Context: an optimization exercise on an open-source flow, tuned for small area. The choices shown serve that exercise and are no tape-out recipe. The RTL was checked by simulation tests, not by an equivalence proof against the original design. Power and IR drop assume default switching activity.

==> flow/design.v, too long to show whole: its modules and the start of the top module <==
// module SPC700_MCode: 2042 lines
// module SPC700_AddrGen: 97 lines
// module SPC700_AddSub: 26 lines
// module SPC700_RAdd: 18 lines
// module SPC700_BCDAdj: 17 lines
// module SPC700_ALU: 156 lines
// module MulDiv: 86 lines
// module SPC700: 283 lines
module SPC700(
    input wire CLK,
    input wire RST_N,
    input wire RDY,
    input wire [7:0] D_IN,
    output wire [7:0] D_OUT,
    output reg [15:0] A_OUT,
    output reg WE_N,
    input wire [7:0] DBG_REG,
    input wire [7:0] DBG_DAT_IN,
    input wire DBG_DAT_WR
);
  // ...
==> flow/run.sh <==
#!/bin/bash
# synth_recipe.tcl (not shown) runs the flow's synth.tcl, then flattens the netlist and writes it again
# the make line also repeats each setting of config.mk as NAME=value (left out here)
make -C /OpenROAD-flow-scripts/flow DESIGN_CONFIG=/design/flow/config.mk WORK_HOME=/design/flow/orfs CLKGATE_MAP_FILE= SYNTH_SCRIPT=/design/flow/synth_recipe.tcl finish
==> flow/config.mk <==
export PLATFORM = sky130hd
export DESIGN_NAME = SPC700
export DESIGN_NICKNAME = SPC700
export VERILOG_FILES = /design/flow/design.v
export SDC_FILE = /design/flow/constraint.sdc
export NUM_CORES = 4
export LEC_CHECK = 0
export ABC_AREA = 1
export CAP_MARGIN = 20
export CORE_MARGIN = 2
export CORE_UTILIZATION = 40
export GPL_TIMING_DRIVEN = 0
export SLEW_MARGIN = 20
export SYNTH_MEMORY_MAX_BITS = 262144
==> flow/constraint.sdc <==
create_clock -name core_clock -period 12.0 [get_ports {CLK}]
set_input_delay 2.4000 -clock core_clock [delete_from_list [all_inputs] [get_ports {CLK}]]
set_output_delay 2.4000 -clock core_clock [all_outputs]
set_load 0.01 [all_outputs]
==> results.yml, run 1 <==
global_routing:
  busiest_layer: "met2"
  grt_max_degree: 23
synthesis:
  ys_ff_latch: 109
  synth_compound_area_frac: 0.281
  synth_top_cell_by_area: "nand2_1"
  netlist_instances: 2505
  async_reset_ff_frac: 0
  yosysUniqueCellTypes: 58
  yosysSeqAreaShare: 0.168
pwr:
  power_frac_clock: 0.146
  p_seq_frac: 0.202
  power_leader: "combinational logic"
critical_path:
  cp_max_fo: 8
  critPathLaunch: "D_IN[3]"
  critical_path_class: "primary input to primary output"
  worst_path_max_delay_cell: "clkdlybuf4s50_1"
final_layout:
  postLayoutCoreUtil: 0.446
  seq_area_um2: 2500
  num-multi-input-gates: 1928
detailed_routing:
  ant_nets: 0
  wl_met3_mm: 17.8
  wl_mm: 92.6
  top_layer: "met5"
timing:
  finalHoldViolCount: 0
  slew_headroom: 0.148
  clock.fmax_ghz: 0.0850
  setup_tns_ns: 0
  holdWs_ns: 0.482
cts:
  cts_resized: 1
  root_buffer: "clkbuf_16"
  h-tree-depth: 3
floorplan:
  fp-row-count: 70
  die_area_um2: 38700
  die_y_um: 197
outcome:
  status: "no timing/DRC/antenna violations"
hold_path:
  hold_path_class: "flip-flop to flip-flop"
==> run 2, diff against run 1 <==
==> flow/flow/run.sh (new file) <==
#!/bin/bash
# The standard layout (the standard.sh, unchanged synthesis and steps),
# with two settings passed to it:
#  - the input and output ports are buffered with sky130_fd_sc_hd__buf_1,
#    the smallest buffer, instead of the buffer ORFS picks by default;
#  - clock tree synthesis inserts no dummy loads.
# The full output of the run goes to standard.log in this folder; ORFS keeps
# each step's log under orfs/logs/.
set -euo pipefail
export BUFFER_PORTS_ARGS="-buffer_cell sky130_fd_sc_hd__buf_1"
export CTS_ARGS="-sink_clustering_enable -repair_clock_nets -dont_use_dummy_load"
bash standard.sh > standard.log 2>&1
==> flow/standard.sh (new file) <==
#!/bin/bash
# synth_recipe.tcl (not shown) runs the flow's synth.tcl, then flattens the netlist and writes it again
# the make line also repeats each setting of config.mk as NAME=value (left out here)
make -C /OpenROAD-flow-scripts/flow DESIGN_CONFIG=/design/flow/config.mk WORK_HOME=/design/flow/orfs CLKGATE_MAP_FILE= SYNTH_SCRIPT=/design/flow/synth_recipe.tcl "${@:-finish}"
removed: flow/run.sh
==> results.yml, run 2 <==
outcome:
  status: "complete, but fails checks"
  violations: "negative setup slack"
hold_path:
  hold_end: "STPExec$_SDFFE_PN0P_"
  hold_path_depth: 2
  min-delay-start: "STPExec$_SDFFE_PN0P_"
  hold_path_class: "flip-flop to flip-flop"
detailed_routing:
  ant_nets: 0
  num_vias: 21000
  wl_per_cell_um: 31.4
  wl_mm: 95.3
  detail_route.vias_per_cell: 6.93
  initialDrtViolationCount: 4012
  drtPass1Iterations: 12
  drc_errors: 0
final_layout:
  largest_reg_flops: 16
  fin_area_um2: 15900
  final_net_count: 2681
  final_cell_mix: "nand2_1, inv_1, nor2_1"
  drive_above_1_share: 0.0374
  syn2layout_area_growth_pct: 6.81
  fillCellCount: 4003
  instances_no_fill: 3036
  regMostFlops: "AddrGen.PCr"
  final_common_cell: "nand2_1"
global_routing:
  busiest_layer: "met1"
  grt_pass1_wl_mm: 133
  met1_usage: 0.639
  grtUsageMet3: 0.254
  gr-total-overflow: 0
  grt.total_usage: 0.479
  grt_max_degree: 21
  antenna_found_initial: 9
  use_met2: 0.636
  grt_pass1_vias: 18800
floorplan:
  die_area_um2: 38700
  die_y_um: 197
  die-width_um: 197
  initial_core_util: 0.406
  fp-row-count: 70
  core_area_um2: 36600
  ioPinCount: 53
synthesis:
  synthTopCellsByArea: "nand2_1, dfxtp_1, inv_1, o21ai_0, nor2_1"
  syn_area_per_cell_um2: 5.93
  ys_ff_latch: 109
  synth_top_cell_by_area: "nand2_1"
  yosysUniqueCellTypes: 58
  netlist_instances: 2505
  netlist.area_leader.share: 0.138
  syn_area_um2: 14900
  synth_nets: 2619
  synth_warnings: 5
  async_reset_ff_frac: 0
  synthTopCellsByCount: "nand2_1, inv_1, nor2_1"
  yosysMostFrequentCell: "nand2_1"
  yosysSeqAreaShare: 0.168
  yosys_most_used_dff: "dfxtp_1"
  synth_edf_count: 32
timing:
  layout_setup_ws_ns: -0.0670
  clock.fmax_ghz: 0.0829
  slew_violations: 0
  rsz0062_at_grt: "false"
  period_needed_ns: 12.07
  holdWs_ns: 0.466
  finalHoldViolCount: 0
  setup_viol: 1
  finClkSkew_ns: 0.0248
  min_period_over_period: 1.01
  tightest_slew_ns: 1.28
  slew_headroom: 0.141
place:
  dp_hpwl_mm: 75.0
  dp.cells: 3024
  pre_cts_slack_ns: 0.776
  gp_congestion: 1.12
  numPortBuffers: 51
  placed_cell_area_um2: 15600
cts:
  root_buffer: "clkbuf_16"
  cts_hold_buf: 0
  clock_path_buffers: 2
  cts_sinks: 109
  cts_resized: 0
  post_cts_buffers: 0
  h-tree-depth: 3
  insertion_delay_ns: 0.39
  cts_buffers: 9
  clk_pin_slew_worst_paths_ns: 0.07
  cts_tree: "built"
critical_path:
  crit_top_cell: "nand2_1"
  critPathLaunch: "IR[4]$_SDFFE_PN0P_"
  r2r_cells: 34
  cp_max_fo: 11
  crit_required_ns: 9.60
  reg2reg_to: "AddrGen.PCr[15]$_SDFFE_PN0P_"
  max_stage_delay_ns: 0.88
  crit_arrival_ns: 9.67
  r2r_setup_slack_ns: 1.37
  critical_path.startpoint_type: "flip-flop"
  r2r-start: "IR[4]$_SDFFE_PN0P_"
  worst_path_max_delay_cell: "a2111oi_0"
  critical_path_class: "flip-flop to primary output"
  critical_path.endpoint_type: "primary output"
pwr:
  p_leak_nw: 6.81
  total_power_w: 0.00218
  ir_drop_uv: 70.5
  p_per_area_nw_per_um2: 137
flow_run:
  cap_violations: 0
## run 2: cell counts after synthesis
No cell type changed its count.
## run 2: cell families (layout without fill, tap and decap cells)
group | count (synthesis) | after routing | share of synthesized area
and+or+nand+nor | 1118 | 1118 | 0.318
AOI/OAI and AO/OA | 702 | 702 | 0.281
buffers and inverters | 468 | 528 | 0.124
DFF | 109 | 109 | 0.168
adders and majority gates | 86 | 86 | 0.0952
xor gates and xnor gates | 21 | 21 | 0.0124
muxes | 1 | 1 | 0.000758
other | 0 | 3 | 0
## run 2: layer usage
metal,share of wire,vias to the layer above
li1,-,8650
met1,0.38,9801
met2,0.37,2126
met3,0.19,447
met4,0.059,12
met5,0.0013,-
## run 2: report_power, final
part,internal (W),switching (W),leakage (nW)
Sequential,0.000412,0.0000382,0.928
Clock,0.000133,0.000143,0.111
Combinational,0.000371,0.00108,5.77
## run 2: layout make-up
type	instances	area, um^2	share of cell area
diodes	3	7.51	0.000473
plain buffers	98	442	0.0278
clock buffers	9	225	0.0142
inverters	370	1400	0.0880
multi-input cells	1928	10500	0.663
flip-flops and latches	109	2500	0.158
well taps	468	586	0.0369
repair buffers	51	191	0.0121
## run 2: worst max-delay path, delay by kind of cell, from the launching register on
family,cells,cell delay [ns]
buffers and inverters,6,1.49
adders and majority gates,7,3.19
and+or+nand+nor,17,2.25
AOI/OAI and AO/OA,4,1.63
DFF,1,0.71
## run 2: through the flow
step                      utilization  TNS (ns)
after global routing            0.433         0
after CTS                       0.433         0
final                           0.433   -0.0670
after detailed placement        0.427         0
after floorplan                     -         0
after global placement          0.427         0
## run 2: worst max path at each step
| stage | endpoint | slack (ns) | cells after the start |
|---|---|---|---|
| 4_1_cts | D_OUT[6] | 0.53 | 34 |
| 3_5_place_dp | D_OUT[6] | 0.78 | 26 |
| 2_1_floorplan | D_OUT[7] | 2.58 | 26 |
| 5_1_grt | D_OUT[6] | 0.01 | 34 |
| 6_report | D_OUT[6] | -0.07 | 34 |
| 3_3_place_gp | D_OUT[6] | 0.78 | 26 |
==> module MulDiv, before the edit <==
module MulDiv(
    input wire CLK,
    input wire EN,
    input wire [9:0] CTRL,   
    input wire FIRST,        
    input wire LAST,         
    input wire [7:0] A,
    input wire [7:0] X,
    input wire [7:0] Y,
    input wire [7:0] AL,
    output reg [15:0] RES,
    output reg STEP,
    output reg ZO,
    output wire SO,
    output wire VO,
    output wire HO
);
wire isMul = CTRL[6:3] == 4'b1110;
wire isDiv = CTRL[6:3] == 4'b1111;
reg Q8, H;
function [8:0] radd8;
    input [7:0] a;
    input [7:0] b;
    input ci;
    integer i;
    reg c;
    begin
        c = ci;
        for (i = 0; i < 8; i = i + 1) begin
            radd8[i] = a[i] ^ b[i] ^ c;
            c = (a[i] & b[i]) | (c & (a[i] ^ b[i]));
        end
        radd8[8] = c;
    end
endfunction
function rge;
    input [8:0] a;
    input [8:0] b;
    integer i;
    reg c;
    begin
        c = 1'b1;
        for (i = 0; i < 9; i = i + 1)
            c = (a[i] & ~b[i]) | (c & (a[i] | ~b[i]));
        rge = c;
    end
endfunction
wire ovf = rge({1'b0, Y}, {X, 1'b0});
wire useA = isDiv & LAST;
wire useShift = isDiv & ~FIRST & ~LAST;
wire [7:0] opA = (isMul & FIRST) ? 8'h00 : useA ? A : useShift ? {Y[6:0], A[7]} : Y;
wire [7:0] opB = isMul ? (A[0] ? (FIRST ? Y : AL) : 8'h00) : (useA ? X : ~X);
wire [8:0] sum = radd8(opA, opB, isDiv & ~LAST);
wire dGe = sum[8] | (useShift & Y[7]);
wire [7:0] dNewY = dGe ? sum[7:0] : opA;
always @(posedge CLK) begin
    if (EN) begin
        if (isDiv && FIRST) begin
            Q8 <= ovf | dGe;
            H <= rge({5'b0, Y[3:0]}, {5'b0, X[3:0]});
        end
    end
end
always @* begin
    STEP = 1'b0;
    ZO = 1'b0;
    RES = 16'h0000;
    if (isMul) begin
        RES = {sum[8:1], sum[0], A[7:1]};
        STEP = 1'b1;
        ZO = sum[8:1] == 8'h00;
    end else if (isDiv) begin
        if (LAST) begin
            STEP = 1'b1;
            RES = ovf ? {sum[7:0], 8'hFF} : {Y, A};
            ZO = ~ovf & (A == 8'h00);
        end else begin
            STEP = ~ovf;
            RES = FIRST ? {dNewY, A} : {dNewY, A[6:0], dGe};
        end
    end
end
assign SO = RES[7];
assign VO = Q8;
assign HO = H;
endmodule
==> module SPC700, before the edit <==
module SPC700(
    input wire CLK,
    input wire RST_N,
    input wire RDY,
    input wire [7:0] D_IN,
    output wire [7:0] D_OUT,
    output reg [15:0] A_OUT,
    output reg WE_N,
    input wire [7:0] DBG_REG,
    input wire [7:0] DBG_DAT_IN,
    input wire DBG_DAT_WR
);
reg [7:0] A; reg [7:0] X; reg [7:0] Y; reg [7:0] SP; reg [7:0] PSW; reg [7:0] T;
wire [15:0] PC;
reg [7:0] IR;
wire [3:0] NextState;
wire [7:0] NextIR;
reg [3:0] STATE;
reg GotInterrupt;
reg JumpTaken;
wire EN;
reg STPExec;
wire [7:0] CToBit; wire [7:0] BitToC;
wire [7:0] BitMask;
wire [39:0] MC;
wire [9:0] MC_ALU_CTRL = MC[39:30];
wire [1:0] MC_STATE_CTRL = MC[29:28];
wire [1:0] MC_ADDR_BUS = MC[27:26];
wire [5:0] MC_ADDR_CTRL = MC[25:20];
wire [2:0] MC_LOAD_PC = MC[19:17];
wire [1:0] MC_LOAD_SP = MC[16:15];
wire [1:0] MC_LOAD_AXY = MC[14:13];
wire [2:0] MC_LOAD_P = MC[12:10];
wire [1:0] MC_LOAD_T = MC[9:8];
wire [4:0] MC_BUS_CTRL = MC[7:3];
wire [2:0] MC_OUT_BUS = MC[2:0];
wire [7:0] SB; wire [7:0] DB;
wire [15:0] AX;
wire [7:0] AluR;
wire [15:0] MulDivR;
wire CO; wire VO; wire SO; wire ZO; wire HO; wire DivZO; wire DivSO; wire DivVO; wire DivHO;
wire w16;
reg [2:0] nBit;
assign EN = RDY &  ~STPExec;
assign NextIR = (STATE != 4'b0000) ? IR : GotInterrupt == 1'b1 ? 8'h0F : D_IN;
always @(posedge CLK) begin
    if(EN == 1'b1) begin
      JumpTaken <= 1'b0;
      if(STATE == 4'b0000 && D_IN[3:0] == 4'h0 && D_IN[4] == 1'b1) begin
        case(D_IN[7:6])
        2'b00 : JumpTaken <= PSW[7] ^ ~D_IN[5];
        2'b01 : JumpTaken <= PSW[6] ^ ~D_IN[5];
        2'b10 : JumpTaken <= PSW[0] ^ ~D_IN[5];
        default : JumpTaken <= PSW[1] ^ ~D_IN[5];
        endcase
      end
      else if(STATE == 4'b0011 && IR[3:0] == 4'h3) begin
        JumpTaken <= D_IN[IR[7:5]] ^ IR[4];
      end
      else if((STATE == 4'b0010 && IR == 8'hFE) ||
              (STATE == 4'b0011 && (IR == 8'h6E || IR == 8'h2E)) ||
              (STATE == 4'b0100 && IR == 8'hDE)) begin
        JumpTaken <=  ~ZO;
      end
      if(STATE == 4'b0001 && IR[3:0] == 4'h2) begin
        nBit <= IR[7:5];
      end
      else if(STATE == 4'b0010 && IR[4:0] == {1'b0,4'hA}) begin
        nBit <= D_IN[7:5];
      end
    end
end
assign BitMask = 8'h01 << nBit;
wire [3:0] StateInc;
SPC700_RAdd #(4) stAdd(.A(STATE), .B(4'h0), .CI(1'b1), .S(StateInc), .CO());
assign NextState = (MC_STATE_CTRL[1] & ~JumpTaken) ? 4'b0000 : StateInc;
always @(posedge CLK) begin
    if(RST_N == 1'b0) begin
      STATE <= {4{1'b0}};
      IR <= {8{1'b0}};
    end else begin
      if(EN == 1'b1) begin
        IR <= NextIR;
        STATE <= NextState;
      end
    end
end
SPC700_MCode MCode(
    .IR(IR),
    .STATE(STATE),
    .M(MC));
SPC700_AddrGen AddrGen(
    .CLK(CLK),
    .RST_N(RST_N),
    .EN(EN),
    .ADDR_CTRL(MC_ADDR_CTRL),
    .LOAD_PC(MC_LOAD_PC),
    .GotInterrupt(GotInterrupt),
    .D_IN(D_IN),
    .X(X),
    .Y(Y),
    .P(PSW[5]),
    .PC(PC),
    .AX(AX),
    .DBG_REG(DBG_REG),
    .DBG_DAT_IN(DBG_DAT_IN),
    .DBG_DAT_WR(DBG_DAT_WR));
assign BitToC = {7'b0000000, D_IN[nBit]};
assign CToBit = BitMask & {8{PSW[0]}};
assign SB = MC_BUS_CTRL[4:2] == 3'b000 ? A : MC_BUS_CTRL[4:2] == 3'b001 ? X : MC_BUS_CTRL[4:2] == 3'b010 ? Y : MC_BUS_CTRL[4:2] == 3'b011 ? T : MC_BUS_CTRL[4:2] == 3'b100 ? D_IN : MC_BUS_CTRL[4:2] == 3'b101 ? {7'b0000000,PSW[0]} : SP;   
assign DB = MC_BUS_CTRL[1:0] == 2'b00 ? (MC_BUS_CTRL[4] ? T : D_IN) : MC_BUS_CTRL[1:0] == 2'b01 ? SB : MC_BUS_CTRL[1:0] == 2'b10 ? BitMask : MC_BUS_CTRL[4:2] != 3'b111 ? BitToC : CToBit;
assign w16 = IR[4:0] == 5'b11010 && IR[7:5] != 3'b111 && STATE == 4'b0100;
SPC700_ALU ALU(
    .CLK(CLK),
    .EN(EN),
    .L(SB),
    .R(DB),
    .CTRL(MC_ALU_CTRL),
    .w16(w16),
    .CI(PSW[0]),
    .VI(PSW[6]),
    .ZI(PSW[1]),
    .HI(PSW[3]),
    .DivZI(DivZO),
    .DivSI(DivSO),
    .DivVI(DivVO),
    .DivHI(DivHO),
    .CO(CO),
    .VO(VO),
    .SO(SO),
    .ZO(ZO),
    .HO(HO),
    .RES(AluR));
wire MulDivStep;
MulDiv MulDiv(
    .CLK(CLK),
    .EN(EN),
    .CTRL(MC_ALU_CTRL),
    .FIRST(STATE == 4'b0001),
    .LAST(STATE == 4'b1010),
    .A(A),
    .X(X),
    .Y(Y),
    .AL(AX[7:0]),
    .RES(MulDivR),
    .STEP(MulDivStep),
    .ZO(DivZO),
    .SO(DivSO),
    .VO(DivVO),
    .HO(DivHO));
always @(posedge CLK) begin
    if(RST_N == 1'b0) begin
      A <= 8'b0;
      X <= 8'b0;
      Y <= 8'b0;
    end else begin
      if(EN == 1'b0) begin
        if(DBG_DAT_WR == 1'b1) begin
          case(DBG_REG)
          8'h00 : A <= DBG_DAT_IN;
          8'h01 : X <= DBG_DAT_IN;
          8'h02 : Y <= DBG_DAT_IN;
          default : ;
          endcase
        end
      end else begin
        if(MulDivStep == 1'b1) begin
          A <= MulDivR[7:0];
          Y <= MulDivR[15:8];
        end
        if(MC_LOAD_AXY == 2'b10) X <= AluR;
        if(MC_LOAD_AXY == 2'b01) A <= AluR;
        if(MC_LOAD_AXY == 2'b11) Y <= AluR;
      end
    end
end
wire [7:0] SPNext;
SPC700_RAdd #(8) spAdd(.A(SP), .B({{7{MC_LOAD_SP[1]}}, 1'b1}), .CI(1'b0), .S(SPNext), .CO());
always @(posedge CLK) begin
    if(RST_N == 1'b0) begin
      PSW <= 8'b0;
      SP <= 8'b0;
      T <= 8'b0;
    end else begin
      if(EN == 1'b0) begin
        if(DBG_DAT_WR == 1'b1) begin
          case(DBG_REG)
          8'h05 : PSW <= DBG_DAT_IN;
          8'h06 : SP <= DBG_DAT_IN;
          default : ;
          endcase
        end
      end
      else begin
        case(MC_LOAD_SP)
        2'b01, 2'b10 : SP <= SPNext;
        2'b11 : SP <= X;
        default : ;
        endcase
        case(MC_LOAD_T)
        2'b01 : T <= D_IN;
        2'b10 : T <= AluR;
        default : ;
        endcase
        case(MC_LOAD_P)
        3'b001 : begin
          PSW[1:0] <= {ZO,CO};
          PSW[3] <= HO;
          PSW[7:6] <= {SO,VO};
        end
        3'b011 : begin
          PSW <= {D_IN[7:5],1'b0,D_IN[3:0]};
        end
        3'b100 : begin
          case(IR[7:5])
          3'b001 : PSW[5] <= 1'b0;   
          3'b010 : PSW[5] <= 1'b1;   
          3'b011 : PSW[0] <= 1'b0;   
          3'b100 : PSW[0] <= 1'b1;   
          3'b101 : PSW[2] <= 1'b1;   
          3'b110 : PSW[2] <= 1'b0;   
          3'b111 : begin             
            PSW[6] <= 1'b0;
            PSW[3] <= 1'b0;
          end
          default : ;
          endcase
        end
        3'b101 : PSW[0] <= AluR[0];
        default : ;
        endcase
      end
    end
end
assign D_OUT = MC_OUT_BUS == 3'b001 ? SB : MC_OUT_BUS == 3'b010 ? AluR : MC_OUT_BUS == 3'b011 ? {PSW[7:5], ~GotInterrupt,PSW[3:0]} : MC_OUT_BUS == 3'b100 ? PC[7:0] : MC_OUT_BUS == 3'b101 ? PC[15:8] : 8'hFF;
always @* begin
    WE_N = 1'b1;
    if (MC_OUT_BUS != 3'b000 && ~GotInterrupt && EN)
      WE_N = 1'b0;
end
always @* begin
    case(MC_ADDR_BUS)
    2'b00 :
      A_OUT = PC;
    2'b01 : begin
      if(IR == 8'h0A || IR == 8'h4A || IR == 8'h8A || IR == 8'hAA || IR == 8'hCA || IR == 8'hEA)
        A_OUT = AX & 16'h1FFF;
      else
        A_OUT = AX;
    end
    2'b10 :
      A_OUT = {8'h01,SP};
    default : begin
      if(IR[3:0] == 4'h1 || GotInterrupt == 1'b0)
        A_OUT = {8'hFF,3'b110, ~IR[7:4],STATE[0]};         
      else
        A_OUT = {8'hFF,3'b111,4'b1111,STATE[0]};           
    end
    endcase
end
always @(posedge CLK) begin
    if(RST_N == 1'b0) begin
      GotInterrupt <= 1'b1;
      STPExec <= 1'b0;
    end else begin
      if(EN == 1'b0) begin
        if(DBG_DAT_WR == 1'b1 && (DBG_REG == 8'h03 || DBG_REG == 8'h04)) begin
          GotInterrupt <= 1'b0;
        end
      end
      else begin
        if(NextState == 4'b0000) begin
          GotInterrupt <= 1'b0;
        end
        if(STATE == 4'b0000) begin
          if(D_IN == 8'hEF || D_IN == 8'hFF) begin
            STPExec <= 1'b1;
          end
        end
      end
    end
end
endmodule
==> run 3, diff against run 2 <==
--- a/flow/design.v
+++ b/flow/design.v
@@ -2365,6 +2365,9 @@
     input wire [7:0] Y,
     input wire [7:0] AL,
-    output reg [15:0] RES,
-    output reg STEP,
+    output wire [15:0] RES,
+    output reg [7:0] YNEW,
+    output reg [7:0] ANEW,
+    output reg YWE,
+    output reg AWE,
     output reg ZO,
     output wire SO,
@@ -2409,5 +2412,4 @@
 wire [8:0] sum = radd8(opA, opB, isDiv & ~LAST);
 wire dGe = sum[8] | (useShift & Y[7]);
-wire [7:0] dNewY = dGe ? sum[7:0] : opA;
 always @(posedge CLK) begin
     if (EN) begin
@@ -2419,23 +2421,12 @@
 end
 always @* begin
-    STEP = 1'b0;
-    ZO = 1'b0;
-    RES = 16'h0000;
-    if (isMul) begin
-        RES = {sum[8:1], sum[0], A[7:1]};
-        STEP = 1'b1;
-        ZO = sum[8:1] == 8'h00;
-    end else if (isDiv) begin
-        if (LAST) begin
-            STEP = 1'b1;
-            RES = ovf ? {sum[7:0], 8'hFF} : {Y, A};
-            ZO = ~ovf & (A == 8'h00);
-        end else begin
-            STEP = ~ovf;
-            RES = FIRST ? {dNewY, A} : {dNewY, A[6:0], dGe};
-        end
-    end
+    YNEW = isMul ? sum[8:1] : (dGe | LAST) ? sum[7:0] : opA;
+    ANEW = isMul ? {sum[0], A[7:1]} : LAST ? 8'hFF : {A[6:0], dGe};
+    YWE = isMul | (isDiv & ~ovf & ~LAST) | (isDiv & ovf & LAST);
+    AWE = isMul | (isDiv & ~ovf & ~FIRST & ~LAST) | (isDiv & ovf & LAST);
+    ZO = isMul ? (sum[8:1] == 8'h00) : (~ovf & (A == 8'h00));
 end
-assign SO = RES[7];
+assign RES = {YNEW, ANEW};
+assign SO = isMul ? ANEW[7] : ~ovf ? A[7] : 1'b1;
 assign VO = Q8;
 assign HO = H;
@@ -2574,5 +2565,6 @@
     .HO(HO),
     .RES(AluR));
-wire MulDivStep;
+wire [7:0] MulDivY, MulDivA;
+wire MulDivYWE, MulDivAWE;
 MulDiv MulDiv(
     .CLK(CLK),
@@ -2586,5 +2578,8 @@
     .AL(AX[7:0]),
     .RES(MulDivR),
-    .STEP(MulDivStep),
+    .YNEW(MulDivY),
+    .ANEW(MulDivA),
+    .YWE(MulDivYWE),
+    .AWE(MulDivAWE),
     .ZO(DivZO),
     .SO(DivSO),
@@ -2607,8 +2602,6 @@
         end
       end else begin
-        if(MulDivStep == 1'b1) begin
-          A <= MulDivR[7:0];
-          Y <= MulDivR[15:8];
-        end
+        if(MulDivAWE == 1'b1) A <= MulDivA;
+        if(MulDivYWE == 1'b1) Y <= MulDivY;
         if(MC_LOAD_AXY == 2'b10) X <= AluR;
         if(MC_LOAD_AXY == 2'b01) A <= AluR;
==> flow/flow/run.sh (replaced) <==
#!/bin/bash
# The standard layout (the standard.sh, unchanged synthesis and steps),
# with two settings passed to it:
#  - the input and output ports are buffered with sky130_fd_sc_hd__buf_2
#    instead of the (larger) buffer ORFS picks by default;
#  - clock tree synthesis inserts no dummy loads.
# The full output of the run goes to standard.log in this folder; ORFS keeps
# each step's log under orfs/logs/.
set -euo pipefail
export BUFFER_PORTS_ARGS="-buffer_cell sky130_fd_sc_hd__buf_2"
export CTS_ARGS="-sink_clustering_enable -repair_clock_nets -dont_use_dummy_load"
bash standard.sh > standard.log 2>&1
--- a/flow/config.mk
+++ b/flow/config.mk
@@ -11,4 +11,5 @@
 export CORE_UTILIZATION = 40
 export GPL_TIMING_DRIVEN = 0
+export SETUP_SLACK_MARGIN = 0.3
 export SLEW_MARGIN = 20
 export SYNTH_MEMORY_MAX_BITS = 262144
==> results.yml, run 3 <==
global_routing:
  gr-total-overflow: 0
  grt_max_degree: 20
  antenna_found_initial: 7
  grt_pass1_vias: 18500
  grt_pass1_wl_mm: 132
  grt.total_usage: 0.480
timing:
  slew_violations: 0
  finalHoldViolCount: 0
  slew_headroom: 0.191
  finClkSkew_ns: 0.0192
  rsz0062_at_grt: "false"
  clock.fmax_ghz: 0.0866
  layout_setup_ws_ns: 0.452
  setup_viol: 0
  period_needed_ns: 11.55
  min_period_over_period: 0.962
  holdWs_ns: 0.467
  setup_tns_ns: 0
  tightest_slew_ns: 1.21
floorplan:
  initial_core_util: 0.406
  die-width_um: 197
  core_area_um2: 36600
  die_y_um: 197
  ioPinCount: 53
  die_area_um2: 38700
  fp-row-count: 70
cts:
  cts_buffers: 9
  clk_pin_slew_worst_paths_ns: 0.08
  h-tree-depth: 3
  cts_tree: "built"
  cts_sinks: 109
  insertion_delay_ns: 0.38
  clock_path_buffers: 2
  root_buffer: "clkbuf_16"
  cts_hold_buf: 0
detailed_routing:
  detail_route.vias_per_cell: 6.84
  initialDrtViolationCount: 4031
  wl_per_cell_um: 31.7
  ant_nets: 0
  drtPass1Iterations: 10
  drc_errors: 0
  wl_mm: 95.1
  num_vias: 20500
critical_path:
  critical_path.endpoint_type: "primary output"
  cp_max_fo: 11
  crit_arrival_ns: 9.15
  worst_path_max_delay_cell: "dfxtp_1"
  critical_path.startpoint_type: "flip-flop"
  max_stage_delay_ns: 0.48
  critical_path_class: "flip-flop to primary output"
  cp.buffers_inverters: 7
  crit_family: "adder cells"
  crit_required_ns: 9.60
place:
  pre_cts_slack_ns: 0.141
  dp_hpwl_mm: 75.5
  gp_congestion: 1.16
  dp.cells: 2984
  numPortBuffers: 52
pwr:
  total_power_w: 0.00213
  ir_drop_uv: 69.9
  p_leak_nw: 6.97
  p_per_area_nw_per_um2: 133
synthesis:
  synthTopCellsByCount: "nand2_1, inv_1, nor2_1"
  synth_top_cell_by_area: "nand2_1"
  async_reset_ff_frac: 0
  synth_nets: 2578
  netlist_instances: 2464
  syn_area_um2: 14900
  netlist.area_leader.share: 0.132
  yosysUniqueCellTypes: 66
  synthTopCellsByArea: "nand2_1, dfxtp_1, o21ai_0, inv_1, nor2_1"
  yosysSeqAreaShare: 0.168
  ys_ff_latch: 109
  synth_edf_count: 32
  synth_warnings: 5
  yosysMostFrequentCell: "nand2_1"
  syn_area_per_cell_um2: 6.03
  yosys_most_used_dff: "dfxtp_1"
hold_path:
  hold_path_class: "flip-flop to flip-flop"
outcome:
  status: "no timing/DRC/antenna violations"
final_layout:
  regMostFlops: "AddrGen.PCr"
  final_net_count: 2643
  drive_above_1_share: 0.0744
  instances_no_fill: 2997
  final_cell_mix: "nand2_1, inv_1, nor2_1"
  largest_reg_flops: 16
  syn2layout_area_growth_pct: 7.60
  fillCellCount: 3956
  final_common_cell: "nand2_1"
flow_run:
  cap_violations: 0
==> run 3: cell count changes after synthesis, moves of 10 or more <==
cell / delta
nor3_1: -26
nand2_1: -23
o21ai_0: +23
a21oi_1: -20
inv_1: -12
nand2_2: +12
buf_2: +11
clkbuf_1: -11
nor2_1: -11
a211oi_1: -10
==> run 3: per-stage QoR <==
step | util | area, um^2
after global placement | 0.429 | 15700
after CTS | 0.435 | 15900
after detailed placement | 0.429 | 15700
after global routing | 0.437 | 16000
after floorplan | - | 14900
final | 0.437 | 16000
==> run 3: worst register-to-register path: cells and delay by family (launching register included) <==
kind                       cells  cell delay, ns
buffers and inverters          6            1.34
xor gates and xnor gates       2            0.33
and+or+nand+nor                6            1.80
adders and majority gates     15            5.95
AOI/OAI and AO/OA              5            0.71
DFF                            1            0.56
==> run 3: cell type report <==
class	count	area, um^2	share of cell area
antenna	2	5.00	0.000313
buffer	95	442	0.0276
clock buffer	9	225	0.0141
inverter	365	1370	0.0859
multi-input combinational	1895	10600	0.662
sequential	109	2500	0.157
tap	468	586	0.0366
timing repair buffer	54	275	0.0172
==> run 3: report_power, final <==
group | internal, W | switching (W) | leakage (nW) | total (W)
Clock | 0.000133 | 0.000142 | 0.111 | 0.000275
Combinational | 0.000367 | 0.00104 | 5.93 | 0.00140
Sequential | 0.000412 | 0.0000437 | 0.928 | 0.000456
==> run 3: final timing paths <==
kind                        startpoint                            to  slack (ns)  cells after the start
setup / recovery    IR[4]$_SDFFE_PN0P_                      D_OUT[7]        0.45                     37
setup reg to reg    IR[2]$_SDFFE_PN0P_  AddrGen.PCr[15]$_SDFFE_PN0P_        1.15                     34
hold reg to reg   STPExec$_SDFFE_PN0P_          STPExec$_SDFFE_PN0P_        0.47                      2
hold / removal    STPExec$_SDFFE_PN0P_          STPExec$_SDFFE_PN0P_        0.47                      2
==> run 3: cells by family after synthesis <==
family          synth area share
compound gates             0.295
fa+ha+maj                 0.0951
flops                      0.168
xor+xnor                  0.0124
simple gates               0.307
buf+inv                    0.121
==> run 3: per-layer routing <==
metal / global-route usage / wire (um)
met3: 0.249 / 17600
met1: 0.624 / 35800
met4: 0.251 / 6750
met2: 0.637 / 34900
met5: 0 / 105
==> run 3: timing repair <==
| item | CTS | global route |
|---|---|---|
| buffers inserted | 0 | 2 |
| resized for setup | 3 | 7 |
| hold endpoints to repair | 0 | 0 |
| endpoints found under the setup margin | 2 | 2 |
==> run 4, diff against run 3 <==
==> flow/flow/run.sh (replaced) <==
#!/bin/bash
# The standard layout (the standard.sh, unchanged synthesis and steps),
# with two settings passed to it:
#  - the input and output ports are buffered with sky130_fd_sc_hd__buf_2
#    instead of the (larger) buffer ORFS picks by default;
#  - clock tree synthesis uses sky130_fd_sc_hd__clkbuf_8 and inserts no
#    dummy loads.
# The full output of the run goes to standard.log in this folder; ORFS keeps
# each step's log under orfs/logs/.
set -euo pipefail
export BUFFER_PORTS_ARGS="-buffer_cell sky130_fd_sc_hd__buf_2"
export CTS_ARGS="-sink_clustering_enable -repair_clock_nets -buf_list sky130_fd_sc_hd__clkbuf_8 -dont_use_dummy_load"
bash standard.sh > standard.log 2>&1
==> results.yml, run 4 <==
place:
  pre_cts_slack_ns: 0.141
  numPortBuffers: 52
  gp_congestion: 1.16
  dp_hpwl_mm: 75.5
synthesis:
  yosysUniqueCellTypes: 66
  yosysSeqAreaShare: 0.168
  synth_warnings: 5
  synth_top_cell_by_area: "nand2_1"
  synthTopCellsByArea: "nand2_1, dfxtp_1, o21ai_0, inv_1, nor2_1"
  netlist.area_leader.share: 0.132
  async_reset_ff_frac: 0
  syn_area_per_cell_um2: 6.03
  synthTopCellsByCount: "nand2_1, inv_1, nor2_1"
  yosysMostFrequentCell: "nand2_1"
  synth_edf_count: 32
  syn_area_um2: 14900
  yosys_most_used_dff: "dfxtp_1"
  netlist_instances: 2464
  ys_ff_latch: 109
  synth_nets: 2578
timing:
  slew_headroom: 0.157
  setup_viol: 0
  tightest_slew_ns: 1.25
  clock.fmax_ghz: 0.0867
  holdWs_ns: 0.469
  min_period_over_period: 0.961
  rsz0062_at_grt: "false"
  finalHoldViolCount: 0
  slew_violations: 0
  layout_setup_ws_ns: 0.464
  period_needed_ns: 11.54
  finClkSkew_ns: 0.0291
global_routing:
  gr-total-overflow: 0
  grt_pass1_vias: 18500
  grt_pass1_wl_mm: 132
  grt_max_degree: 20
  grt.total_usage: 0.480
  antenna_found_initial: 11
cts:
  cts_tree: "built"
  insertion_delay_ns: 0.42
  clock_path_buffers: 2
  cts_hold_buf: 0
  cts_sinks: 109
  clk_pin_slew_worst_paths_ns: 0.11
  h-tree-depth: 3
  cts_buffers: 9
  root_buffer: "clkbuf_8"
pwr:
  power.internal_w: 0.000847
  p_per_area_nw_per_um2: 130
  p_sw_frac: 0.589
  p_seq_frac: 0.221
  p_leak_nw: 6.93
  p_sw_w: 0.00121
  combPwrFrac: 0.682
  power_frac_clock: 0.097
  ir_drop_uv: 61.6
floorplan:
  ioPinCount: 53
  die_y_um: 197
  die_area_um2: 38700
  core_area_um2: 36600
  fp-row-count: 70
  initial_core_util: 0.406
  die-width_um: 197
critical_path:
  critical_path.startpoint_type: "flip-flop"
  r2r_setup_slack_ns: 1.14
  worst_path_max_delay_cell: "fa_1"
  crit_required_ns: 9.60
  reg2reg_to: "AddrGen.PCr[15]$_SDFFE_PN0P_"
  r2r_cells: 34
  critical_path_class: "flip-flop to primary output"
  r2r-start: "IR[2]$_SDFFE_PN0P_"
  critical_path.endpoint_type: "primary output"
  crit_arrival_ns: 9.14
  max_stage_delay_ns: 0.48
  cp_max_fo: 13
final_layout:
  regMostFlops: "AddrGen.PCr"
  final_net_count: 2644
  final_cell_mix: "nand2_1, inv_1, nor2_1"
  drive_above_1_share: 0.0748
  final_common_cell: "nand2_1"
  syn2layout_area_growth_pct: 7.01
  largest_reg_flops: 16
outcome:
  status: "no timing/DRC/antenna violations"
detailed_routing:
  ant_nets: 0
  detail_route.vias_per_cell: 6.91
  wl_mm: 95.4
  drc_errors: 0
  wl_per_cell_um: 31.8
  drtPass1Iterations: 9
  num_vias: 20700
  initialDrtViolationCount: 4252
flow_run:
  cap_violations: 0
hold_path:
  hold_path_class: "flip-flop to flip-flop"
  hold_end: "STPExec$_SDFFE_PN0P_"
  hold_path_depth: 2
  min-delay-start: "STPExec$_SDFFE_PN0P_"
-- run 4: cell counts after synthesis --
No cell type changed its count.
-- run 4: metal layers --
metal / global-route usage / routed length (um) / vias up
li1: - / - / 8557
met1: 0.623 / 35900 / 9532
met2: 0.641 / 35500 / 2188
met3: 0.248 / 17800 / 457
met4: 0.247 / 6180 / 8
met5: 0 / 64 / -
-- run 4: kinds of logic after synthesis --
logic type,count (synthesis),synth area share
simple gates,1064,0.307
compound gates,724,0.295
flops,109,0.168
xor+xnor,21,0.0124
buf+inv,460,0.121
fa+ha+maj,86,0.0951
-- run 4: power groups by stage --
| stage | logic (W) | clock network [W] | registers (W) |
|---|---|---|---|
| after detailed placement | 0.00129 | 0 | 0.000460 |
| after global placement | 0.00127 | 0 | 0.000460 |
| final | 0.00140 | 0.000201 | 0.000456 |
| after floorplan | 0.000810 | 0 | 0.000439 |
| after CTS | 0.00130 | 0.000191 | 0.000452 |
| after global routing | 0.00146 | 0.000203 | 0.000456 |
-- run 4: how the worst max path moves through the flow --
| stage | from | end | slack (ns) | cells past startpoint |
|---|---|---|---|---|
| 6_report | STATE[0]$_SDFFE_PN0P_ | D_OUT[7] | 0.46 | 37 |
| 2_1_floorplan | D_IN[3] | D_OUT[7] | 2.91 | 24 |
| 3_5_place_dp | STATE[0]$_SDFFE_PN0P_ | D_OUT[7] | 0.14 | 37 |
| 3_3_place_gp | STATE[0]$_SDFFE_PN0P_ | D_OUT[6] | -0.38 | 35 |
| 4_1_cts | STATE[0]$_SDFFE_PN0P_ | D_OUT[7] | 0.38 | 37 |
| 5_1_grt | IR[4]$_SDFFE_PN0P_ | D_OUT[7] | 0.37 | 37 |
-- run 4: through the flow --
step	total power (W)	cells	utilization	TNS [ns]	instance area (um^2)
final	0.00206	3000	0.434	0	15900
after CTS	0.00194	2993	0.433	0	15800
after global placement	0.00173	2984	0.429	-0.721	15700
after detailed placement	0.00175	2984	0.429	0	15700
after floorplan	0.00125	2464	-	0	14900
after global routing	0.00211	2997	0.434	0	15900
-- run 4: final cells by class --
class                           instances  area (um^2)
Buffer                                 95          442
Clock buffer                            9          124
Antenna cell                            4         10.0
Timing Repair Buffer                   55          283
Sequential cell                       109         2500
Fill cell                            3969        20700
Multi-Input combinational cell       1895        10600
Tap cell                              468          586
Inverter                              365         1370
-- run 4: critical path, delay by kind of cell, from the launching register on --
kind / cells / cell delay (ns)
flops: 1 / 0.45
simple gates: 14 / 1.72
xor+xnor: 1 / 0.18
fa+ha+maj: 7 / 2.85
buf+inv: 7 / 1.71
compound gates: 8 / 1.76
-- run 4: what timing repair did --
item	4_1_cts	5_1_grt
endpoints found under the setup margin	2	2
pin swaps	0	1
cloned	0	0
resized for setup	4	5
setup buffers	0	3
==> module SPC700_BCDAdj, before the edit <==
module SPC700_BCDAdj(
    input wire [7:0] A,
    input wire ADD,
    input wire CI,
    input wire HI,
    output wire [7:0] R,
    output wire CO
);
wire loGt9 = A[3] & (A[2] | A[1]);
wire hiGt9 = A[7] & (A[6] | A[5]);
wire hiIs9 = A[7:4] == 4'h9;
wire hiAdj = (CI == ~ADD) || hiGt9 || (hiIs9 && loGt9);
wire loAdj = (HI == ~ADD) || loGt9;
wire [7:0] delta = {1'b0, hiAdj, hiAdj, 2'b00, loAdj, loAdj, 1'b0};
SPC700_RAdd #(8) adj(.A(A), .B(delta ^ {8{ADD}}), .CI(ADD), .S(R), .CO());
assign CO = hiAdj ? ~ADD : CI;
endmodule
==> module SPC700_ALU, before the edit <==
module SPC700_ALU(
    input wire CLK,
    input wire EN,
    input wire [9:0] CTRL,   
    input wire [7:0] L,
    input wire [7:0] R,
    input wire w16,
    input wire CI,
    input wire VI,
    input wire ZI,
    input wire HI,
    input wire DivZI,
    input wire DivSI,
    input wire DivVI,
    input wire DivHI,
    output wire CO,
    output reg VO,
    output reg SO,
    output wire ZO,
    output wire HO,
    output wire [7:0] RES
);
reg [7:0] tIntR;
reg CR; reg COut; reg HOut; wire tZ; reg SaveC;
wire CIIn; wire ADDIn;
wire [7:0] AddR; wire [7:0] BCDR;
wire AddCO; wire AddVO; wire AddHO;
wire BCDCO;
reg [7:0] tResult;
always @* begin
    CR = CI;
    case(CTRL[9:7])
    3'b000 : begin
      CR = R[7];
      tIntR = {R[6:0],1'b0};
    end
    3'b001 : begin
      CR = R[7];
      tIntR = {R[6:0],CI};
    end
    3'b010 : begin
      CR = R[0];
      tIntR = {1'b0,R[7:1]};
    end
    3'b011 : begin
      CR = R[0];
      tIntR = {CI,R[7:1]};
    end
    3'b100 : begin
      tIntR = 8'h00;
    end
    3'b101 : begin
      tIntR = 8'h01;
    end
    3'b110 : begin
      tIntR = R;
    end
    3'b111 : begin
      tIntR =  ~R;
    end
    default : begin
    end
    endcase
  end
  always @(posedge CLK) begin
    if(EN == 1'b1 && CTRL[6] == 1'b1) begin
      SaveC <= AddCO;
    end
  end
  assign CIIn = CTRL[1] == 1'b1 ? SaveC : CTRL[3] == 1'b0 ? CI : CTRL[4];
  assign ADDIn =  ~CTRL[4];
  SPC700_AddSub AddSub(
    .A(L),
    .B(tIntR),
    .CI(CIIn),
    .ADD(ADDIn),
    .S(AddR),
    .CO(AddCO),
    .VO(AddVO),
    .HO(AddHO));
  SPC700_BCDAdj BCD(
    .A(L),
    .ADD(CTRL[3]),
    .CI(CI),
    .HI(HI),
    .R(BCDR),
    .CO(BCDCO));
  always @* begin
    HOut = 1'b0;
    COut = CR;
    case(CTRL[6:3])
    4'b0000 : begin
      tResult = L | tIntR;
    end
    4'b0001 : begin
      tResult = L & tIntR;
    end
    4'b0010 : begin
      tResult = L ^ tIntR;
    end
    4'b0011 : begin
      tResult = tIntR;
    end
    4'b0100 : begin
      tResult = tIntR & ( ~L);
    end
    4'b0101 : begin
      tResult = tIntR | L;
    end
    4'b0110 : begin
      tResult = {tIntR[3:0],tIntR[7:4]};
    end
    4'b1000,4'b1010,4'b1001,4'b1011 : begin
      tResult = AddR;
      COut = AddCO;
      HOut = AddHO;
    end
    4'b1100,4'b1101 : begin
      tResult = BCDR;
      COut = BCDCO;
    end
    4'b1110 : begin
      tResult = tIntR;
    end
    4'b1111 : begin
      tResult = tIntR;
      HOut = DivHI;
    end
    default : begin
      tResult = 8'h00;
    end
    endcase
  end
  always @* begin
    VO = VI;
    SO = CTRL[6:4] == 3'b111 ? DivSI : tResult[7];
    case(CTRL[6:3])
    4'b1000 : begin
      VO = AddVO;
    end
    4'b1010 : begin
      VO = AddVO;
    end
    4'b1111 : begin
      VO = DivVI;
    end
    default : begin
    end
    endcase
  end
  assign tZ = CTRL[6:4] == 3'b111 ? DivZI : tResult == 8'h00 ? 1'b1 : 1'b0;
  assign ZO = w16 == 1'b1 ? ZI & tZ : tZ;
  assign CO = CTRL[0] == 1'b1 ? COut : CI;
  assign HO = CTRL[2] == 1'b1 ? HOut : HI;
  assign RES = tResult;
endmodule
==> run 5, diff against run 4 <==
--- a/flow/design.v
+++ b/flow/design.v
@@ -2187,5 +2187,5 @@
     input wire CI,
     input wire HI,
-    output wire [7:0] R,
+    output wire [7:0] B,
     output wire CO
 );
@@ -2196,5 +2196,5 @@
 wire loAdj = (HI == ~ADD) || loGt9;
 wire [7:0] delta = {1'b0, hiAdj, hiAdj, 2'b00, loAdj, loAdj, 1'b0};
-SPC700_RAdd #(8) adj(.A(A), .B(delta ^ {8{ADD}}), .CI(ADD), .S(R), .CO());
+assign B = delta ^ {8{ADD}};
 assign CO = hiAdj ? ~ADD : CI;
 endmodule
@@ -2224,5 +2224,6 @@
 reg CR; reg COut; reg HOut; wire tZ; reg SaveC;
 wire CIIn; wire ADDIn;
-wire [7:0] AddR; wire [7:0] BCDR;
+wire [7:0] AddR; wire [7:0] BCDB;
+wire isBCD = CTRL[6:4] == 3'b110;
 wire AddCO; wire AddVO; wire AddHO;
 wire BCDCO;
@@ -2272,6 +2273,6 @@
   SPC700_AddSub AddSub(
     .A(L),
-    .B(tIntR),
-    .CI(CIIn),
+    .B(isBCD ? BCDB : tIntR),
+    .CI(isBCD ? CTRL[3] : CIIn),
     .ADD(ADDIn),
     .S(AddR),
@@ -2284,5 +2285,5 @@
     .CI(CI),
     .HI(HI),
-    .R(BCDR),
+    .B(BCDB),
     .CO(BCDCO));
   always @* begin
@@ -2317,5 +2318,5 @@
     end
     4'b1100,4'b1101 : begin
-      tResult = BCDR;
+      tResult = AddR;
       COut = BCDCO;
     end
==> flow/flow/run.sh (replaced) <==
#!/bin/bash
# The standard layout (the standard.sh, unchanged synthesis and steps),
# with two settings passed to it:
#  - the input and output ports are buffered with sky130_fd_sc_hd__buf_2
#    instead of the (larger) buffer ORFS picks by default;
#  - clock tree synthesis inserts no dummy loads.
# The full output of the run goes to standard.log in this folder; ORFS keeps
# each step's log under orfs/logs/.
set -euo pipefail
export BUFFER_PORTS_ARGS="-buffer_cell sky130_fd_sc_hd__buf_2"
export CTS_ARGS="-sink_clustering_enable -repair_clock_nets -dont_use_dummy_load"
bash standard.sh > standard.log 2>&1
==> results.yml, run 5 <==
outcome:
  status: "no timing/DRC/antenna violations"
synthesis:
  synth_warnings: 5
  synth_nets: 2551
  yosysMostFrequentCell: "nand2_1"
  synth_edf_count: 32
  netlist_instances: 2443
  yosysUniqueCellTypes: 58
  async_reset_ff_frac: 0
  synth_top_cell_by_area: "nand2_1"
  netlist.area_leader.share: 0.128
  synthTopCellsByCount: "nand2_1, inv_1, o21ai_0"
  ys_ff_latch: 109
  syn_area_um2: 14800
  synthTopCellsByArea: "nand2_1, dfxtp_1, o21ai_0, inv_1, nor2_1"
  yosys_most_used_dff: "dfxtp_1"
  yosysSeqAreaShare: 0.169
  syn_area_per_cell_um2: 6.05
timing:
  tightest_slew_ns: 1.26
  min_period_over_period: 0.958
  slew_headroom: 0.159
  clock.fmax_ghz: 0.0870
  period_needed_ns: 11.49
  finalHoldViolCount: 0
  slew_violations: 0
  setup_tns_ns: 0
  holdWs_ns: 0.461
  finClkSkew_ns: 0.0281
  setup_viol: 0
  rsz0062_at_grt: "false"
critical_path:
  crit_required_ns: 9.60
  critical_path.endpoint_type: "primary output"
  critical_path_class: "flip-flop to primary output"
  reg2reg_to: "AddrGen.PCr[15]$_SDFFE_PN0P_"
  max_stage_delay_ns: 0.97
  critical_path.startpoint_type: "flip-flop"
  worst_path_max_delay_cell: "buf_1"
  r2r_setup_slack_ns: 1.68
  crit_top_cell: "nor2_1"
  cp_max_fo: 13
  crit_arrival_ns: 9.09
  cp.buffers_inverters: 8
  r2r-start: "STATE[0]$_SDFFE_PN0P_"
  r2r_cells: 30
  crit_family: "simple AND/OR/NAND/NOR gates"
global_routing:
  grt_pass1_wl_mm: 130
  gr-total-overflow: 0
  antenna_found_initial: 0
  grt_pass1_vias: 18500
  grt.total_usage: 0.468
  grt_max_degree: 21
cts:
  cts_hold_buf: 0
  cts_tree: "built"
  post_cts_buffers: 0
  insertion_delay_ns: 0.38
  clock_path_buffers: 2
  clk_pin_slew_worst_paths_ns: 0.07
  root_buffer: "clkbuf_16"
  h-tree-depth: 3
  cts_buffers: 9
  cts_sinks: 109
  cts_resized: 0
detailed_routing:
  wl_mm: 92.2
  drtPass1Iterations: 12
  wl_per_cell_um: 31.0
  num_vias: 20500
  drc_errors: 0
  detail_route.vias_per_cell: 6.88
  ant_nets: 0
  initialDrtViolationCount: 3909
floorplan:
  core_area_um2: 36500
  initial_core_util: 0.405
  ioPinCount: 53
  die_area_um2: 38500
  die-width_um: 196
  die_y_um: 196
  fp-row-count: 70
final_layout:
  drive_above_1_share: 0.0833
  diodes: 0
  syn2layout_area_growth_pct: 7.55
  regMostFlops: "AddrGen.PCr"
  final_cell_mix: "nand2_1, inv_1, o21ai_0"
  final_net_count: 2618
  largest_reg_flops: 16
  final_common_cell: "nand2_1"
flow_run:
  cap_violations: 0
pwr:
  p_leak_nw: 6.91
  p_per_area_nw_per_um2: 131
  ir_drop_uv: 71.0
place:
  numPortBuffers: 52
  gp_congestion: 1.19
  dp_hpwl_mm: 73.1
hold_path:
  hold_path_class: "flip-flop to flip-flop"
  hold_end: "PSW[2]$_SDFFE_PN0P_"
  min-delay-start: "PSW[2]$_SDFFE_PN0P_"
  hold_path_depth: 2
## run 5: changes by cell type after synthesis, sizes merged, moves of 4 or more
cell,delta
nand2,-7
o221ai,+4
a31oi,+5
o21ai,+9
nand4,+7
buf,-4
nor2,-7
o31ai,-4
fa,-6
xor2,-5
nand3,-8
## run 5: cells by family (layout without fill, tap and decap cells)
| logic type | count (synthesis) | in the layout | share of synthesized area |
|---|---|---|---|
| AO/OA/AOI/OAI | 727 | 727 | 0.297 |
| XOR/XNOR | 16 | 16 | 0.00947 |
| AND/OR/NAND/NOR | 1052 | 1052 | 0.312 |
| flip-flops | 109 | 109 | 0.169 |
| buffers and inverters | 459 | 524 | 0.126 |
| adder cells (fa/ha/maj) | 80 | 80 | 0.0875 |
## run 5: through the flow
stage / util / std cells / area [um^2] / worst slack, ns / total power, W
floorplan: - / 2443 / 14800 / 3.22 / 0.00125
global placement: 0.428 / 2963 / 15600 / 1.15 / 0.00170
detailed placement: 0.429 / 2967 / 15700 / 1.30 / 0.00172
CTS: 0.435 / 2976 / 15900 / 0.918 / 0.00198
global route: 0.436 / 2976 / 15900 / 0.408 / 0.00216
finish: 0.436 / 2976 / 15900 / 0.509 / 0.00208
## run 5: tightest hold or removal path, cell delays in order, from the launching register on
cell and delay (ns):
dfxtp_1 0.30, inv_1 0.06, a21oi_1 0.06
## run 5: layer usage
layer / share of wire / routed length, um / track usage / up-vias
li1: - / - / - / 8499
met1: 0.38 / 34900 / 0.618 / 9485
met2: 0.37 / 34400 / 0.634 / 2068
met3: 0.19 / 17200 / 0.231 / 423
met4: 0.062 / 5680 / 0.207 / 2
met5: 0.00025 / 23 / 0.00511 / -
## run 5: final cells by class
class                           count  area (um^2)
Multi-Input combinational cell   1875        10500
Clock buffer                        9          225
Sequential cell                   109         2500
Inverter                          367         1380
Buffer                             92          479
Timing Repair Buffer               56          289
Tap cell                          468          586
Fill cell                        4023        20600
## run 5: how the worst max path moves through the flow
| stage | cells after the start | from | to |
|---|---|---|---|
| 5_1_grt | 36 | STATE[0]$_SDFFE_PN0P_ | D_OUT[5] |
| 6_report | 36 | STATE[0]$_SDFFE_PN0P_ | D_OUT[5] |
| 3_5_place_dp | 36 | STATE[0]$_SDFFE_PN0P_ | D_OUT[5] |
| 4_1_cts | 36 | STATE[0]$_SDFFE_PN0P_ | D_OUT[5] |
| 2_1_floorplan | 28 | D_IN[3] | D_OUT[5] |
| 3_3_place_gp | 36 | STATE[0]$_SDFFE_PN0P_ | D_OUT[5] |
## run 5: report_power, final
group | total, W | switching [W] | internal [W]
clock | 0.000273 | 0.000140 | 0.000133
combinational | 0.00135 | 0.000996 | 0.000358
sequential | 0.000451 | 0.0000376 | 0.000413

## re-timing with driven ports
No port has a modelled driver above. Below, the same layouts with a new extraction and two added sets of constraints. Step 1 (the two cells are an assumption about what drives the block):
set clk [get_ports {CLK}]
set_driving_cell -lib_cell sky130_fd_sc_hd__clkbuf_16 $clk
set_driving_cell -lib_cell sky130_fd_sc_hd__buf_2 [delete_from_list [all_inputs] $clk]
Step 2 times the ports against the registers' clock, not the clock port: input delays grow and output delays shrink by t, the midpoint of the rising clock arrivals with the driver on. Three values: no drivers, after step 1, after step 2; two values: the first two.
run	t (ns)	slack for setup (ns)	slew at the worst register clock pin (ns)
run 1	0.417	0.232 / 0.202 / 0.202	0.09 / 0.09
run 2	0.420	-0.067 / -0.113 / 0.307	0.09 / 0.09
run 3	0.424	0.452 / 0.396 / 0.582	0.08 / 0.08
run 4	0.461	0.464 / 0.410 / 0.564	0.11 / 0.11
run 5	0.411	0.509 / 0.461 / 0.872	0.09 / 0.09
The setup slack of run 1, which loses most, moves by -0.030 ns with the drivers and by -0.030 ns with both steps.
